This design comes from an exercise in tuning for a short achievable clock period and few clock cycles on the open sky130 flow, not from production work. RTL that was checked went through simulation tests only; none was proved equivalent to the original. Power and IR drop assume default switching activity.

==> flow/design.v (excerpt) <==
module Pipeline_top(
    input         clk,
    input         rst,
    output [31:0] imem_addr,
    input  [31:0] imem_rdata,
    output [31:0] dmem_addr,
    output [31:0] dmem_wdata,
    output        dmem_we,
    input  [31:0] dmem_rdata
);
For scale: about 160 I/O pins, ~0.099 sq mm of cells after synthesis.
clock: 10.0 ns
lec_check: 0
cap_margin: 20
core_margin: 2
core_utilization: 40
slew_margin: 20
standard.sh (not shown) runs the stock make flow with config.mk's settings and CLKGATE_MAP_FILE= SYNTH_SCRIPT=/design/flow/synth_recipe.tcl, a recipe that flattens the netlist after the stock synthesis.
==> flow/flow/run.sh <==
#!/bin/bash
# Standard ORFS layout with a larger setup-slack target for the timing repair
# steps (the constraints and clock period are the standard flow's own).
set -euo pipefail
bash standard.sh SETUP_SLACK_MARGIN=7 finish > standard_flow.log 2>&1
==> next run, changes <==
--- a/flow/config.mk
+++ b/flow/config.mk
@@ -10,2 +10,3 @@
 export CORE_UTILIZATION = 40
+export PLACE_DENSITY = 0.8
 export SLEW_MARGIN = 20
The new run ran to the end with no violations.
Die area stays the same.
Count of clock-buffer cells in the layout fell by 19.
Design area fell by 1.4%.
Flip-flop and latch count is unchanged.
Global-route usage fell by 0.53 points.
Power fell by 2.6%.
Routed wire length rose by 1.7%.
==> next run, changes <==
--- a/flow/config.mk
+++ b/flow/config.mk
@@ -10,3 +10,3 @@
 export CORE_UTILIZATION = 40
-export PLACE_DENSITY = 0.8
+export GPL_TIMING_DRIVEN = 1
 export SLEW_MARGIN = 20
After rerunning: Register-to-register slack got worse by 0.16 ns. Final cell count goes up by 1.1%. Fmax goes down by 4.3%. Setup slack got worse by 0.16 ns. Sequential share of layout area goes down by 0.74 points.
Function was not checked in any run of this note: the RTL went through the layout flow alone.

Pipeline_top, a different RTL version from the one above (not shown whole).
For scale: about 5800 cells after synthesis, ~2100 flip-flops, about 160 I/O pins, roughly 0.093 mm² of cells after synthesis.
==> flow/design.v (excerpt) <==
module Pipeline_top(
    input         clk,
    input         rst,
    output [31:0] imem_addr,
    input  [31:0] imem_rdata,
    output [31:0] dmem_addr,
    output [31:0] dmem_wdata,
    output        dmem_we,
    input  [31:0] dmem_rdata
);
    localparam BB = 4;               
    localparam BN = 1 << BB;         
    localparam TB = 10 - BB;         
    reg  [31:0] pcF;                 
    reg  [31:0] pcO;                 
    reg         vD;
    reg  [31:0] instrD, pcD;
    reg         hitD, predTD;
    reg  [9:0]  btgtD;
    reg         regwE, memwE, loadE, brE, predTE;
    reg         bneE, hitE;
    reg  [4:0]  rdE;
    reg         addE, subE, andE, orE, sltE;
    reg         faME, fbME, fbMPE, fbMNE, fsME;
    reg  [31:0] opAE, opBE, opBXE, sdE, pc4E, tgtE;
    reg  [9:0]  btgtE;
    reg  [19:0] pchE;
    reg         backE;
    reg  [BB-1:0] bidxE;
    reg  [TB-1:0] btagE;
    reg         regwM, memwM, loadM;
    reg  [4:0]  rdM;
    reg  [31:0] aluM, aluMn, wdM;
    reg         redirM;              
    reg  [31:0] rpcM;
    reg         bupdM, takenM, backM;
    reg  [BB-1:0] bidxM;
    reg  [TB-1:0] btagM;
    reg  [9:0]  btgtM;
    reg         regwW;
    reg  [4:0]  rdW;
    reg  [31:0] resW;
    reg  [31:0] rf [1:31];
    reg  [BN-1:0] btb_v;
    reg  [BN-1:0] btb_pred;          
    reg  [TB-1:0] btb_tag  [0:BN-1];
    reg  [9:0]    btb_tgt  [0:BN-1];
    reg  [1:0]    btb_ctr  [0:BN-1];
    reg  [4:0]    btb_cnt  [0:BN-1];  
    reg  [4:0]    btb_trip [0:BN-1];  
    reg  [BN-1:0] btb_tv;             
    reg  [BN-1:0] btb_back;           
    assign imem_addr = pcO;
    wire [BB-1:0] fidx  = pcF[BB+1:2];
  ...
export LEC_CHECK = 0
export CAP_MARGIN = 20
export CORE_MARGIN = 2
export CORE_UTILIZATION = 60
export GPL_TIMING_DRIVEN = 1
export SLEW_MARGIN = 20
create_clock -name core_clock -period 10.0 [get_ports {clk}]
Scripts as last shown in full above: flow/flow/run.sh
The first run completed with no timing, DRC or antenna violations.
Edit:
CORE_UTILIZATION = 40   (was 60)
GPL_TIMING_DRIVEN = unset   (was 1)
Cell count increases by 12%.
Register-to-register slack is better by 160 ps.
Routed wire length goes up by 5.3%.
Die area went up by 49%.
Design area is higher by 1.1%.
Count of clock-buffer cells in the layout rises by 7.
Utilization drops by 24 points.
Synthesized area is unchanged.
Via count shrinks by 1.2%.
Non-clock buffer count drops by 27.
Sequential cell count does not change.
Function was not checked in any run of this note: the RTL went through the layout flow alone.

Another version of the RTL of Pipeline_top (not shown whole).
For scale: ~5600 cells after synthesis, ~160 I/O pins, about 90000 sq um of cells after synthesis.
clock: 10.0 ns
lec_check: 0
cap_margin: 20
core_margin: 2
core_utilization: 40
slew_margin: 20
run.sh (not shown) runs the stock make flow with config.mk's settings and CLKGATE_MAP_FILE= SYNTH_SCRIPT=/design/flow/synth_recipe.tcl, a recipe that flattens the netlist after the stock synthesis.
Stock flow here: none of the scripts above is used.
The baseline went through all stages and came out clean.
Edit:
GPL_TIMING_DRIVEN = 1   (was unset)
SETUP_SLACK_MARGIN = 5   (was unset)
What happened:
- total power stays flat
- non-clock buffer count increases by 23
- via count increases slightly
- setup slack improves by 1800 ps
- wire length barely changes
- final area increases slightly
- synthesized cell count stays the same
Function was not checked in any run of this note: the RTL went through the layout flow alone.

## P
Another version of the RTL of Pipeline_top (not shown whole).
Size in the first run: roughly 6600 cells after synthesis, ~2300 flip-flops, roughly 160 I/O pins.
clock: 10.0 ns
lec_check: 0
cap_margin: 20
core_margin: 2
core_utilization: 62
slew_margin: 20
standard.sh (not shown) runs the stock make flow with config.mk's settings and CLKGATE_MAP_FILE= SYNTH_SCRIPT=/design/flow/synth_recipe.tcl, a recipe that flattens the netlist after the stock synthesis.
Scripts as last shown in full above: flow/flow/run.sh
P ended with every stage complete and zero timing, DRC or antenna violations.
Testbench counts of P, summed over its fixed seeds: cycles 94,733.
What Q does differently from P at the input level:
- CORE_UTILIZATION: 62 -> 40
[summary]
In the reports for P and Q, the larger post-detailed-routing wire length belongs to Q.
Max hold slack across P and Q: P
Q does better than P on via count.

Pipeline_top again, from the RTL that the note above started with.
export LEC_CHECK = 0
export CAP_MARGIN = 20
export CORE_MARGIN = 2
export CORE_UTILIZATION = 55
export SLEW_MARGIN = 20
create_clock -name core_clock -period 10.0 [get_ports {clk}]
Scripts as last shown in full above: flow/flow/run.sh
The baseline went through all stages and came out clean.
Testbench counts at the start, summed over its fixed seeds: cycles 94,733.
Edit:
- CTS_CLUSTER_DIAMETER: default -> 80
- CTS_CLUSTER_SIZE: default -> 20
Effect: The new run ran to the end with no violations; critical path depth went up by 12; setup slack improves by 10 ps; via count falls by about 1.5%; wire length fell by about 1%.

==> what the ideal ports hide <==
The results above use ideal ports. As a check the final layouts listed here were re-extracted and re-timed, cells and wires unchanged.
Step 1 sets driving cells, clkbuf_16 on the clock port and buf_2 on the other inputs (assumed; they add their load-dependent delay and slew).
Step 2, shift: input delay + t, output delay - t, t = (earliest + latest rising clock arrival at the registers) / 2. This alone moves slack from input paths to output paths.
a / b / c = no drivers / after step 1 / after step 2; a / b = the first two.
run	shift t [ns]	setup slack, ns	latest minus earliest clock arrival (ns)	slew at the worst register clock pin (ns)
the first run of note 1	0.982	6.235 / 6.235 / 5.960	0.124 / 0.123	0.07 / 0.07
the second run of note 1	0.959	6.395 / 6.395 / 6.056	0.092 / 0.092	0.08 / 0.08
the third run of note 1	0.982	6.235 / 6.235 / 5.960	0.124 / 0.123	0.07 / 0.07
the first run of note 2	0.905	6.177 / 6.177 / 6.065	0.039 / 0.038	0.07 / 0.07
the second run of note 2	0.939	6.337 / 6.337 / 6.049	0.062 / 0.063	0.07 / 0.07
the first run of note 3	0.938	3.419 / 3.419 / 3.419	0.061 / 0.061	0.07 / 0.07
the second run of note 3	0.937	5.252 / 5.252 / 5.252	0.058 / 0.058	0.07 / 0.07
P	0.946	6.631 / 6.565 / 5.759	0.038 / 0.038	0.07 / 0.07
Q	0.962	6.599 / 6.510 / 5.836	0.064 / 0.064	0.07 / 0.07
the first run of note 5	0.983	6.629 / 6.536 / 5.824	0.050 / 0.050	0.07 / 0.07
the second run of note 5	0.918	6.639 / 6.581 / 5.761	0.043 / 0.043	0.09 / 0.09
After both steps every run listed still meets setup and hold. For the second run of note 5, which loses most, drivers alone change the setup slack by -0.058 ns; drivers and shift together by -0.878 ns.
